This design comes from an exercise in tuning for small area on the open sky130 flow, not from production work. Where RTL was checked, it was by simulation tests only, not by an equivalence proof against the original. Power and IR drop assume default switching activity.

==> cedar <==
// cnn_top
module cnn_top #(
    parameter W = 128
)(
    input wire clk,
    input wire rst,
    input wire [7:0] pixel_in,
    input wire pixel_valid,
    output wire [7:0] pixel_out,
    output wire pixel_out_valid
);
==> module cnn_top, before the edit <==
module cnn_top #(
    parameter W = 128
)(
    input wire clk,
    input wire rst,
    input wire [7:0] pixel_in,
    input wire pixel_valid,
    output wire [7:0] pixel_out,
    output wire pixel_out_valid
);
    wire [7:0] top, left, center, right, bottom;
    wire win_ok;
    wire shift;
    wire parity;
    line_buffers #(.W(W)) LB (
        .clk(clk), .rst(rst),
        .pixel_in(pixel_in),
        .pixel_valid(pixel_valid),
        .shift_q(shift),
        .parity(parity),
        .top(top), .left(left), .center(center), .right(right), .bottom(bottom)
    );
    window_3x3 #(.W(W)) WG (
        .clk(clk), .rst(rst),
        .pixel_valid(shift),
        .win_ok(win_ok)
    );
    conv_mac_3x3 MAC (
        .inv(parity),
        .top(top), .left(left), .center(center), .right(right), .bottom(bottom),
        .result(pixel_out)
    );
    assign pixel_out_valid = shift && win_ok;
endmodule
==> module line_buffers, before the edit <==
module line_buffers #(
    parameter W = 128
)(
    input  wire clk,
    input  wire rst,
    input  wire [7:0] pixel_in,
    input  wire pixel_valid,
    output reg        shift_q,  
    output reg        parity,   
    output wire [7:0] top,      
    output wire [7:0] left,     
    output wire [7:0] center,   
    output wire [7:0] right,    
    output wire [7:0] bottom    
);
    localparam N = 2*W + 1;
    reg [7:0] pix_q;
    reg       hold_q;           
    reg [8*N-1:0] taps;
    wire [8*N-1:0] prev = {taps[8*(N-1)-1:0], pix_q ^ {8{parity}}};
    always @(posedge clk) begin
        pix_q   <= pixel_in;
        shift_q <= pixel_valid && !rst;
        hold_q  <= !(pixel_valid && !rst);
        parity  <= !rst && !parity;
        taps    <= ~((prev | {8*N{hold_q}}) & (taps | {8*N{shift_q}}));
    end
    assign bottom = taps[7:0];
    assign right  = taps[8*(W-1) +: 8];
    assign center = taps[8*W +: 8];
    assign left   = taps[8*(W+1) +: 8];
    assign top    = taps[8*(2*W) +: 8];
endmodule
==> module conv_mac_3x3, before the edit <==
module conv_mac_3x3 (
    input  wire       inv,
    input  wire [7:0] top,
    input  wire [7:0] left,
    input  wire [7:0] center,
    input  wire [7:0] right,
    input  wire [7:0] bottom,
    output wire [7:0] result
);
    wire [10:0] lap  = {1'b0, center, 2'b00} + {3'b111, ~top} + {3'b111, ~left} + {3'b111, ~right} + {3'b111, ~bottom} + 11'd3 + {10'd0, !inv};
    wire [10:0] diff = lap ^ {11{inv}};
    assign result = diff[10] ? 8'd0 : (|diff[9:8]) ? 8'hFF : diff[7:0];
endmodule
Settings: LEC_CHECK=0, CAP_MARGIN=20, CORE_MARGIN=2, CORE_UTILIZATION=60, SLEW_MARGIN=20; clock period 6.0 ns.
standard.sh (not shown) runs the stock make flow with config.mk's settings and CLKGATE_MAP_FILE= SYNTH_SCRIPT=/design/flow/synth_recipe.tcl, a recipe that flattens the netlist after the stock synthesis.
==> flow/flow/run.sh <==
#!/bin/bash
# Standard ORFS layout with a leaner clock tree (no dummy loads for balancing, sink
# clusters of up to 10 flip-flops driven by clkbuf_4) and plain buf_1 cells as port buffers.
set -euo pipefail
export CTS_ARGS="-sink_clustering_enable -repair_clock_nets -dont_use_dummy_load -buf_list sky130_fd_sc_hd__clkbuf_4 -sink_clustering_size 10 -sink_clustering_max_diameter 60"
export BUFFER_PORTS_ARGS="-buffer_cell sky130_fd_sc_hd__buf_1"
bash standard.sh > standard.log 2>&1
==> willow (differences from cedar) <==
--- a/flow/design.v
+++ b/flow/design.v
@@ -84,6 +84,7 @@
     input wire pixel_valid,
-    output wire [7:0] pixel_out,
-    output wire pixel_out_valid
+    output reg [7:0] pixel_out,
+    output reg pixel_out_valid
 );
     wire [7:0] top, left, center, right, bottom;
+    wire [7:0] result;
     wire win_ok;
@@ -107,5 +108,8 @@
         .top(top), .left(left), .center(center), .right(right), .bottom(bottom),
-        .result(pixel_out)
+        .result(result)
     );
-    assign pixel_out_valid = shift && win_ok;
+    always @(posedge clk) begin
+        pixel_out <= result;
+        pixel_out_valid <= !rst && shift && win_ok;
+    end
 endmodule
==> flow/flow/run.sh (replaced) <==
#!/bin/bash
# Standard ORFS layout with a leaner clock tree (no dummy loads for balancing, sink
# clusters of up to 20 flip-flops driven by clkbuf_8) and plain buf_1 cells as port buffers.
set -euo pipefail
export CTS_ARGS="-sink_clustering_enable -repair_clock_nets -dont_use_dummy_load -buf_list sky130_fd_sc_hd__clkbuf_8 -sink_clustering_size 20 -sink_clustering_max_diameter 100"
export BUFFER_PORTS_ARGS="-buffer_cell sky130_fd_sc_hd__buf_1"
bash standard.sh > standard.log 2>&1
- CORE_UTILIZATION: 60 -> 65
==> tundra (differences from cedar) <==
--- a/flow/design.v
+++ b/flow/design.v
@@ -5,7 +5,4 @@
     input  wire clk,
-    input  wire rst,
     input  wire [7:0] pixel_in,
     input  wire pixel_valid,
-    output reg        shift_q,  
-    output reg        parity,   
     output wire [7:0] top,      
@@ -17,12 +14,6 @@
     localparam N = 2*W + 1;
-    reg [7:0] pix_q;
-    reg       hold_q;           
     reg [8*N-1:0] taps;
-    wire [8*N-1:0] prev = {taps[8*(N-1)-1:0], pix_q ^ {8{parity}}};
     always @(posedge clk) begin
-        pix_q   <= pixel_in;
-        shift_q <= pixel_valid && !rst;
-        hold_q  <= !(pixel_valid && !rst);
-        parity  <= !rst && !parity;
-        taps    <= ~((prev | {8*N{hold_q}}) & (taps | {8*N{shift_q}}));
+        if (pixel_valid)
+            taps <= {taps[8*(N-1)-1:0], pixel_in};
     end
@@ -64,3 +55,2 @@
 module conv_mac_3x3 (
-    input  wire       inv,
     input  wire [7:0] top,
@@ -72,4 +62,3 @@
 );
-    wire [10:0] lap  = {1'b0, center, 2'b00} + {3'b111, ~top} + {3'b111, ~left} + {3'b111, ~right} + {3'b111, ~bottom} + 11'd3 + {10'd0, !inv};
-    wire [10:0] diff = lap ^ {11{inv}};
+    wire [10:0] diff = {1'b0, center, 2'b00} + {3'b111, ~top} + {3'b111, ~left} + {3'b111, ~right} + {3'b111, ~bottom} + 11'd4;
     assign result = diff[10] ? 8'd0 : (|diff[9:8]) ? 8'hFF : diff[7:0];
@@ -84,15 +73,12 @@
     input wire pixel_valid,
-    output wire [7:0] pixel_out,
-    output wire pixel_out_valid
+    output reg [7:0] pixel_out,
+    output reg pixel_out_valid
 );
     wire [7:0] top, left, center, right, bottom;
+    wire [7:0] result;
     wire win_ok;
-    wire shift;
-    wire parity;
     line_buffers #(.W(W)) LB (
-        .clk(clk), .rst(rst),
+        .clk(clk),
         .pixel_in(pixel_in),
         .pixel_valid(pixel_valid),
-        .shift_q(shift),
-        .parity(parity),
         .top(top), .left(left), .center(center), .right(right), .bottom(bottom)
@@ -101,3 +87,3 @@
         .clk(clk), .rst(rst),
-        .pixel_valid(shift),
+        .pixel_valid(pixel_valid),
         .win_ok(win_ok)
@@ -105,7 +91,9 @@
     conv_mac_3x3 MAC (
-        .inv(parity),
         .top(top), .left(left), .center(center), .right(right), .bottom(bottom),
-        .result(pixel_out)
+        .result(result)
     );
-    assign pixel_out_valid = shift && win_ok;
+    always @(posedge clk) begin
+        pixel_out <= result;
+        pixel_out_valid <= !rst && pixel_valid && win_ok;
+    end
 endmodule
==> flow/flow/run.sh (replaced) <==
#!/bin/bash
# Standard ORFS layout with a leaner clock tree (no dummy loads for balancing, sink
# clusters of up to 18 flip-flops driven by clkbuf_8) and plain buf_1 cells as port buffers.
set -euo pipefail
export CTS_ARGS="-sink_clustering_enable -repair_clock_nets -dont_use_dummy_load -buf_list sky130_fd_sc_hd__clkbuf_8 -sink_clustering_size 18 -sink_clustering_max_diameter 100"
export BUFFER_PORTS_ARGS="-buffer_cell sky130_fd_sc_hd__buf_1"
bash standard.sh > standard.log 2>&1
- CAP_MARGIN: 20 -> 10
- CORE_UTILIZATION: 60 -> 45
- SLEW_MARGIN: 20 -> 10
==> impl_results.md <==
* Status: timing/DRC/antenna clean
* Repair and plain buffers at 70
* R2R Path Start: LB.shift_q
* Inverter count at 38
* Sw Pwr at roughly 0.0078 W
* Final wirelength at just under 90000 um
(the above is from cedar)
==> impl_results.md <==
* Status: timing/DRC/antenna clean
* Final wirelength at ~73000 um
* Inverter count at 39
* M1 wire length at 39020 um
* Repair and plain buffers at between 40 and 50
* Critical path, cell by cell: fa_1 > fa_1 > fa_1 > inv_1 > ha_1 > a21o_1 > a21oi_2 > a21boi_0 > a22oi_1 > a32oi_1 > nand3_2 > a21oi_1
(the above is from tundra)
==> impl_results.md <==
* R2R Path Start: LB.parity
* Inverter count at 39
* Sw Pwr at between 0.007 and 0.008 W
* Repair and plain buffers at 52
* Status: timing/DRC/antenna clean
(the above is from willow)
Only the layout flow was run in cedar; the RTL was not checked for function there.

[static timing again, ports no longer ideal]
No port has a modelled driver above. Below, the same layouts with a new extraction and two added sets of constraints.
Step 1: set_driving_cell puts a clkbuf_16 on clk and a buf_2 on each other input, an assumption about the parent block.
Step 2, shift: input delay + t, output delay - t, t = (earliest + latest rising clock arrival at the registers) / 2. This alone moves slack from input paths to output paths.
Slacks: no drivers / after step 1 / after step 2; pairs: no drivers / after step 1.
run	shift t [ns]	setup WS [ns]	worst register clock-pin slew, ns	worst slew at a driven data input, ns	cell pins on the clock port's net
cedar	1.155	0.041 / -0.020 / 1.135	0.11 / 0.11	0.06	1
willow	0.827	1.913 / 1.913 / 1.913	0.12 / 0.12	0.04	1
tundra	0.897	2.108 / 2.108 / 2.108	0.11 / 0.11	0.07	1
After both steps every run listed still meets setup and hold.
